This is an optimization exercise on Yosys and OpenROAD, whose aim is small area, a short achievable clock period and few clock cycles per item, not a production implementation. The RTL was checked by simulation tests, not by an equivalence proof against the original design. Power is estimated from default activity; no workload was simulated.

==> flow/design.v <==
`timescale 1ns/10ps
module leading_ones
  #
  (
   parameter SELECTOR,
   parameter BITS      = 16
   )
  (
   input wire [BITS-1:0]         SW,
   output logic [$clog2(BITS):0] LED
   );
  generate
    if (SELECTOR == "UNIQUE_CASE") begin : g_UNIQUE_CASE
      always_comb begin
        LED           = '0;  
        unique case (1'b1)
          SW[15]:  LED  = 16;
          SW[14]:  LED  = 15;
          SW[13]:  LED  = 14;
          SW[12]:  LED  = 13;
          SW[11]:  LED  = 12;
          SW[10]:  LED  = 11;
          SW[9]:   LED  = 10;
          SW[8]:   LED  = 9;
          SW[7]:   LED  = 8;
          SW[6]:   LED  = 7;
          SW[5]:   LED  = 6;
          SW[4]:   LED  = 5;
          SW[3]:   LED  = 4;
          SW[2]:   LED  = 3;
          SW[1]:   LED  = 2;
          SW[0]:   LED  = 1;
        endcase
      end  
    end else if (SELECTOR == "CASE") begin : g_CASE  
      always_comb begin
        LED           = '0;  
        case (1'b1)
          SW[15]:  LED  = 16;
          SW[14]:  LED  = 15;
          SW[13]:  LED  = 14;
          SW[12]:  LED  = 13;
          SW[11]:  LED  = 12;
          SW[10]:  LED  = 11;
          SW[9]:   LED  = 10;
          SW[8]:   LED  = 9;
          SW[7]:   LED  = 8;
          SW[6]:   LED  = 7;
          SW[5]:   LED  = 6;
          SW[4]:   LED  = 5;
          SW[3]:   LED  = 4;
          SW[2]:   LED  = 3;
          SW[1]:   LED  = 2;
          SW[0]:   LED  = 1;
          default: LED  = 0;
        endcase
      end  
    end else if (SELECTOR == "DOWN_FOR") begin : g_UP_IF
      logic found;
      always_comb begin
        LED = '0;
        found = 1'b0;
        for (int i = $high(SW); i >= $low(SW); i--) begin
          if (SW[i] && !found) begin
            LED = i + 1;
            found = 1'b1;
          end
        end
      end
    end else if (SELECTOR == "UP_FOR") begin : g_DOWN_IF
      always_comb begin
        LED = '0;
        for (int i = $low(SW); i <= $high(SW); i++) begin
          if (SW[i]) begin
            LED = i + 1;
          end
        end
      end
    end
  endgenerate
endmodule
`timescale 1ns/10ps
module divider_nr
  #
  (
   parameter BITS      = 16
   )
  (
   input wire                       clk,
   input wire                       reset,
   input wire                       start,
   input wire unsigned [BITS-1:0]   dividend,
   input wire unsigned [BITS-1:0]   divisor,
   output logic                     done,
   output logic unsigned [BITS-1:0] quotient,
   output logic unsigned [BITS-1:0] remainder
   );
  localparam BC = $clog2(BITS);
  logic [BITS-1:0] rem_q;      
  logic [BITS-2:0] quo_q;      
  logic [BC-1:0]   idx_q;      
  logic            bit_q;      
  logic            busy_q;
  logic [BITS-1:0] div_q;      
  function automatic logic [3:0] msb_pos(input logic [15:0] x);
    logic [7:0] y8;
    logic [3:0] y4;
    logic [1:0] y2;
    msb_pos[3] = |x[15:8];
    y8         = msb_pos[3] ? x[15:8] : x[7:0];
    msb_pos[2] = |y8[7:4];
    y4         = msb_pos[2] ? y8[7:4] : y8[3:0];
    msb_pos[1] = |y4[3:2];
    y2         = msb_pos[1] ? y4[3:2] : y4[1:0];
    msb_pos[0] = y2[1];
  endfunction
  logic [3:0] pa, pb;
  logic [4:0] pdiff;
  logic       neg;
  logic [BC-1:0] sh;
  assign pa    = msb_pos(dividend);
  assign pb    = msb_pos(divisor);
  assign pdiff = {1'b0, pa} - {1'b0, pb};
  assign neg   = pdiff[4];
  assign sh    = neg ? '0 : pdiff[3:0];
  logic [BC-1:0] nidx;
  assign nidx = start ? sh : idx_q - 1'b1;
  logic [BITS:0]   trial;
  logic [BITS+1:0] diffr;
  logic            qbit;
  assign trial = {rem_q, bit_q};
  assign diffr = {1'b0, trial} - {2'b0, div_q};
  assign qbit  = ~diffr[BITS+1];
  assign done      = busy_q && (idx_q == '0);
  assign quotient  = {quo_q, qbit};
  assign remainder = qbit ? diffr[BITS-1:0] : trial[BITS-1:0];
  always_ff @(posedge clk) begin
    idx_q <= nidx;
    div_q <= divisor;
    bit_q <= dividend[nidx];
    if (start) begin
      busy_q <= 1'b1;
      rem_q  <= neg ? (dividend >> 1) : ((dividend >> 1) >> pdiff[3:0]);
      quo_q  <= '0;
    end else begin
      if (done) busy_q <= 1'b0;
      rem_q <= remainder;
      quo_q <= quotient[BITS-2:0];
    end
    if (reset) busy_q <= 1'b0;
  end
endmodule
Settings: LEC_CHECK=0, ABC_AREA=1, CAP_MARGIN=20, CORE_MARGIN=2, CORE_UTILIZATION=60, CTS_CLUSTER_DIAMETER=100, CTS_CLUSTER_SIZE=30, SETUP_SLACK_MARGIN=1.0, SLEW_MARGIN=20; clock period 5.0 ns.
standard.sh (not shown) runs the stock make flow with config.mk's settings and CLKGATE_MAP_FILE= SYNTH_SCRIPT=/design/flow/synth_recipe.tcl, a recipe that flattens the netlist after the stock synthesis.
==> flow/flow/run.sh <==
#!/bin/bash
cp standard.sh standard_sh.txt
export BUFFER_PORTS_ARGS="-buffer_cell sky130_fd_sc_hd__buf_2"
bash standard.sh > standard.log 2>&1
Testbench counts at the start, summed over its fixed seeds: cycles 5,943, items 1,600.
Next try:
Settings changed: CORE_UTILIZATION 60 to 40, CTS_CLUSTER_DIAMETER 100 to unset, CTS_CLUSTER_SIZE 30 to unset, SETUP_SLACK_MARGIN 1.0 to 1.3.
Fmax barely changes; flip-flop and latch count is unchanged; routed wire length climbs by 8.4%; synthesized area does not change.

* * *

// divider_nr: RTL as listed in full above, without the edits since
Settings: LEC_CHECK=0, ABC_AREA=1, CAP_MARGIN=20, CORE_MARGIN=2, CORE_UTILIZATION=40, SETUP_SLACK_MARGIN=1.0, SLEW_MARGIN=20; clock period 5.0 ns.
run.sh (not shown) runs the stock make flow with config.mk's settings and CLKGATE_MAP_FILE= SYNTH_SCRIPT=/design/flow/synth_recipe.tcl, a recipe that flattens the netlist after the stock synthesis.
Stock flow here: none of the scripts above is used.
Testbench counts at the start, summed over its fixed seeds: cycles 5,943, items 1,600.
Then changed:
==> flow/flow/run.sh (new file) <==
#!/bin/bash
cp standard.sh standard_sh.txt
export BUFFER_PORTS_ARGS="-buffer_cell sky130_fd_sc_hd__buf_2"
export ADDER_MAP_FILE=
bash standard.sh > standard.log 2>&1
==> flow/standard.sh (new file) <==
#!/bin/bash
# synth_recipe.tcl (not shown) runs the flow's synth.tcl, then flattens the netlist and writes it again
# the make line also repeats each setting of config.mk as NAME=value (left out here)
make -C /OpenROAD-flow-scripts/flow DESIGN_CONFIG=/design/flow/config.mk WORK_HOME=/design/flow/orfs CLKGATE_MAP_FILE= SYNTH_SCRIPT=/design/flow/synth_recipe.tcl "${@:-finish}"
--- a/flow/config.mk
+++ b/flow/config.mk
@@ -9,5 +9,6 @@
 export CAP_MARGIN = 20
 export CORE_MARGIN = 2
-export CORE_UTILIZATION = 40
-export SETUP_SLACK_MARGIN = 1.0
+export CORE_UTILIZATION = 60
+export CTS_BUF_LIST = sky130_fd_sc_hd__clkbuf_16
+export SETUP_SLACK_MARGIN = 1.15
 export SLEW_MARGIN = 20
removed: flow/run.sh
After rerunning: Core utilization is higher by 15 points. Wire length shrinks by roughly a tenth. Worst hold slack loses 0.0082 ns. Design area came out lower by roughly a tenth.
Then changed:
--- a/flow/config.mk
+++ b/flow/config.mk
@@ -10,5 +10,4 @@
 export CORE_MARGIN = 2
 export CORE_UTILIZATION = 60
-export CTS_BUF_LIST = sky130_fd_sc_hd__clkbuf_16
-export SETUP_SLACK_MARGIN = 1.15
+export SETUP_SLACK_MARGIN = 1.0
 export SLEW_MARGIN = 20
Result: Clock-buffer cell count stays the same; final area shrinks by 2.0%; clock power shrinks by 28%; via count is unchanged; wire length shrinks by 2.3%; global-route usage shrinks by 0.39 points; clock skew is about the same.
Then changed:
==> flow/flow/run.sh (replaced) <==
#!/bin/bash
cp standard.sh standard_sh.txt
export BUFFER_PORTS_ARGS="-buffer_cell sky130_fd_sc_hd__buf_2"
bash standard.sh > standard.log 2>&1
--- a/flow/config.mk
+++ b/flow/config.mk
@@ -9,5 +9,5 @@
 export CAP_MARGIN = 20
 export CORE_MARGIN = 2
-export CORE_UTILIZATION = 60
+export CORE_UTILIZATION = 75
 export SETUP_SLACK_MARGIN = 1.0
 export SLEW_MARGIN = 20
The new run ended with an error in global routing with GRT-0232.
Area after synthesis decreases by 2.0%.
Synthesized cell count decreases by 10%.
Then changed:
==> flow/flow/run.sh (replaced) <==
#!/bin/bash
cp standard.sh standard_sh.txt
export BUFFER_PORTS_ARGS="-buffer_cell sky130_fd_sc_hd__buf_2"
export ADDER_MAP_FILE=
bash standard.sh > standard.log 2>&1
--- a/flow/config.mk
+++ b/flow/config.mk
@@ -9,5 +9,5 @@
 export CAP_MARGIN = 20
 export CORE_MARGIN = 2
-export CORE_UTILIZATION = 75
-export SETUP_SLACK_MARGIN = 1.0
+export CORE_UTILIZATION = 60
+export SETUP_SLACK_MARGIN = 1.15
 export SLEW_MARGIN = 20
Result: The changed run completed with no timing, DRC or antenna violations. Area after synthesis climbs by a few percent. Synthesized cell count climbs by roughly a tenth.

* * *

Starts from the design.v that is shown in full above.
==> flow/config.mk <==
export PLATFORM = sky130hd
export DESIGN_NAME = divider_nr
export DESIGN_NICKNAME = divider_nr
export VERILOG_FILES = /design/flow/design.v
export SDC_FILE = /design/flow/constraint.sdc
export NUM_CORES = 4
export LEC_CHECK = 0
export ABC_AREA = 1
export CAP_MARGIN = 20
export CORE_MARGIN = 2
export CORE_UTILIZATION = 60
export SETUP_SLACK_MARGIN = 1.0
export SLEW_MARGIN = 20
==> flow/constraint.sdc <==
create_clock -name core_clock -period 5.0 [get_ports {clk}]
set_input_delay 1.0000 -clock core_clock [delete_from_list [all_inputs] [get_ports {clk}]]
set_output_delay 1.0000 -clock core_clock [all_outputs]
set_load 0.01 [all_outputs]
standard.sh (not shown) runs the stock make flow with config.mk's settings and CLKGATE_MAP_FILE= SYNTH_SCRIPT=/design/flow/synth_recipe.tcl, a recipe that flattens the netlist after the stock synthesis.
==> flow/flow/run.sh <==
#!/bin/bash
cp standard.sh standard_sh.txt
export BUFFER_PORTS_ARGS="-buffer_cell sky130_fd_sc_hd__buf_1"
bash standard.sh > standard.log 2>&1
The first run completed with no timing, DRC or antenna violations.
Testbench counts at the start, summed over its fixed seeds: cycles 5,943, items 1,600.
Edit:
==> flow/flow/run.sh (replaced) <==
#!/bin/bash
cp standard.sh standard_sh.txt
export BUFFER_PORTS_ARGS="-buffer_cell sky130_fd_sc_hd__buf_2"
export RECOVER_POWER=${RECOVER_POWER_PCT:-50}
bash standard.sh > standard.log 2>&1
With this change the flow produced a layout that fails on capacitance limit, slew limit.
Synthesized area stays the same.
Power climbs by 2.2%.
Utilization drops by 0.62 points.
Critical path depth climbs by 2.
Worst setup slack gets better by 54 ps.
Combinational power climbs by about 3%.
Worst hold slack gets better by 4.9 ps.
Via count climbs by 1.9%.
Non-clock buffer count drops by 5.
Edit:
==> flow/flow/run.sh (replaced) <==
#!/bin/bash
cp standard.sh standard_sh.txt
export BUFFER_PORTS_ARGS="-buffer_cell sky130_fd_sc_hd__buf_2"
export ADDER_MAP_FILE=
bash standard.sh > standard.log 2>&1
ABC_AREA = not set   (was 1)
SETUP_SLACK_MARGIN = 1.15   (was 1.0)
This time the run finished with timing, DRC and antenna clean.
Global-route usage rises by 1.9 points.
Sequential share of layout area falls by 5.8 points.
Worst setup slack is worse by 420 ps.
First-iteration DRC count falls by 19%.
Worst hold slack is better by 32 ps.
Final area rises by 33%.
Clock power falls by about 4%.
Routed wire length rises by 28%.
Edit:
==> flow/flow/run.sh (replaced) <==
#!/bin/bash
cp standard.sh standard_sh.txt
export BUFFER_PORTS_ARGS="-buffer_cell sky130_fd_sc_hd__buf_2"
bash standard.sh > standard.log 2>&1
ABC_AREA = 1   (was not set)
SETUP_SLACK_MARGIN = 1.0   (was 1.15)
Effect:
- via count falls by 7.5%
- non-clock buffer count falls by 58
- worst hold slack degrades by 34 ps
- global-route usage falls by 1.9 points
- sequential power falls by 9.4%
- synthesized cell count rises by 23%
- worst setup slack improves by 420 ps
- clock-buffer cell count is unchanged
- core utilization falls by 13 points
- area after synthesis falls by 7.7%
Edit:
SETUP_SLACK_MARGIN = 1.3   (was 1.0)
TNS_END_PERCENT = 5   (was not set)
Synthesized area is unchanged.
Cell area rose by 7.6%.
Worst setup slack improves by 21 ps.
Sequential share of layout area fell by 1.7 points.
Fmax rose by 0.55%.

* * *

Starts from the design.v that is shown in full above.
export LEC_CHECK = 0
export ABC_AREA = 1
export CAP_MARGIN = 20
export CORE_MARGIN = 2
export CORE_UTILIZATION = 60
export SETUP_SLACK_MARGIN = 1.2
export SLEW_MARGIN = 20
create_clock -name core_clock -period 5.0 [get_ports {clk}]
==> flow/flow/run.sh <==
#!/bin/bash
cp standard.sh standard_sh.txt
export BUFFER_PORTS_ARGS="-buffer_cell sky130_fd_sc_hd__buf_2"
export ADDER_MAP_FILE=
bash standard.sh > standard.log 2>&1
Testbench counts at the start, summed over its fixed seeds: cycles 5,943, items 1,600.
Next try:
==> flow/flow/run.sh (replaced) <==
#!/bin/bash
cp standard.sh standard_sh.txt
export BUFFER_PORTS_ARGS="-buffer_cell sky130_fd_sc_hd__buf_2"
bash standard.sh > standard.log 2>&1
--- a/flow/config.mk
+++ b/flow/config.mk
@@ -7,3 +7,2 @@
 export LEC_CHECK = 0
-export ABC_AREA = 1
 export CAP_MARGIN = 20
@@ -11,3 +10,3 @@
 export CORE_UTILIZATION = 60
-export SETUP_SLACK_MARGIN = 1.2
+export SETUP_SLACK_MARGIN = 1.0
 export SLEW_MARGIN = 20
The new run finished with timing, DRC and antenna clean; critical path depth goes up by 8; flip-flop and latch count is unchanged; global-route usage goes up by 3.6 points.
Next try:
--- a/flow/config.mk
+++ b/flow/config.mk
@@ -7,2 +7,3 @@
 export LEC_CHECK = 0
+export ABC_AREA = 1
 export CAP_MARGIN = 20
@@ -10,2 +11,3 @@
 export CORE_UTILIZATION = 60
+export PLACE_DENSITY = 0.75
 export SETUP_SLACK_MARGIN = 1.0
- wire length is lower by 18%
- utilization is lower by 10 points
- cell area is lower by 17%
- count of clock-buffer cells in the layout does not change

* * *

Setup of the reference run:
Starts from the design.v that is shown in full above.
export LEC_CHECK = 0
export ABC_AREA = 1
export CAP_MARGIN = 20
export CORE_MARGIN = 2
export CORE_UTILIZATION = 65
export SETUP_SLACK_MARGIN = 1.1
export SLEW_MARGIN = 20
create_clock -name core_clock -period 5.0 [get_ports {clk}]
==> flow/flow/run.sh <==
#!/bin/bash
cp standard.sh standard_sh.txt
export BUFFER_PORTS_ARGS="-buffer_cell sky130_fd_sc_hd__buf_2"
bash standard.sh > standard.log 2>&1
The reference run did not stop at any stage, and its layout met the timing, design-rule and antenna checks.
Testbench counts of the reference run, summed over its fixed seeds: cycles 5,943, items 1,600.
## Diff of input files: the trial run against the reference run
Settings: TNS_END_PERCENT now 5, previously not set; SETUP_SLACK_MARGIN now 1.0, was 1.1; CORE_UTILIZATION now 60, was 65.
## What came out
- [compare] base=the reference run new=the trial run: number of ports placed on the die boundary about even, first-iteration DRC count fell 117, die outline width rose about 4%, critical path depth fell 12.
- Die area | the trial run > the reference run
- Compared with the reference run, the trial run has extra setup slack.
- Delta (the trial run minus the reference run): multi-input gate area in the final layout fell by 2.7%; clock period minus final worst setup slack fell by 0.15 ns; sum of internal, switching and leakage power fell by about 2%.
- The trial run ended with every stage complete and zero timing, DRC or antenna violations.
- The trial run vs the reference run: number of signal-net buffers in the layout down in the trial run
- Area growth from synthesis to layout, the reference run and the trial run: smaller value in the trial run

## static timing again, ports no longer ideal
No port has a modelled driver above. Below, the same layouts with a new extraction and two added sets of constraints.
Step 1: set_driving_cell puts a clkbuf_16 on clk and a buf_2 on each other input, an assumption about the parent block.
Step 2, shift: input delay + t, output delay - t, t = (earliest + latest rising clock arrival at the registers) / 2. This alone moves slack from input paths to output paths.
Slacks: no drivers / after step 1 / after step 2; pairs: no drivers / after step 1.
run | t, ns | setup slack, ns | hold slack, ns
the first run of note 1 | 0.340 | 1.161 / 1.131 / 0.872 | 0.429 / 0.429 / 0.429
the second run of note 1 | 0.340 | 1.159 / 1.140 / 0.801 | 0.427 / 0.427 / 0.427
the first run of note 2 | 0.342 | 1.140 / 1.138 / 0.797 | 0.426 / 0.426 / 0.426
the second run of note 2 | 0.320 | 1.328 / 1.294 / 1.218 | 0.418 / 0.418 / 0.418
the third run of note 2 | 0.329 | 1.211 / 1.183 / 1.225 | 0.422 / 0.422 / 0.422
the fifth run of note 2 | 0.330 | 1.342 / 1.312 / 1.237 | 0.422 / 0.422 / 0.422
the first run of note 3 | 0.336 | 1.108 / 1.114 / 0.779 | 0.425 / 0.425 / 0.425
the second run of note 3 | 0.338 | 1.162 / 1.145 / 0.833 | 0.430 / 0.430 / 0.430
the third run of note 3 | 0.334 | 0.739 / 0.710 / 0.520 | 0.463 / 0.463 / 0.463
the fourth run of note 3 | 0.340 | 1.161 / 1.131 / 0.872 | 0.429 / 0.429 / 0.429
the fifth run of note 3 | 0.347 | 1.182 / 1.186 / 0.839 | 0.429 / 0.429 / 0.429
the first run of note 4 | 0.329 | 1.344 / 1.314 / 1.222 | 0.422 / 0.422 / 0.422
the second run of note 4 | 0.346 | 0.412 / 0.425 / 0.079 | 0.468 / 0.468 / 0.468
the third run of note 4 | 0.339 | 1.106 / 1.116 / 0.777 | 0.421 / 0.421 / 0.421
the reference run | 0.347 | 0.970 / 0.968 / 0.622 | 0.428 / 0.428 / 0.428
the trial run | 0.343 | 1.122 / 1.091 / 0.797 | 0.429 / 0.429 / 0.429
The setup slack of the second run of note 1, which loses most, moves by -0.019 ns with the drivers and by -0.358 ns with both steps.
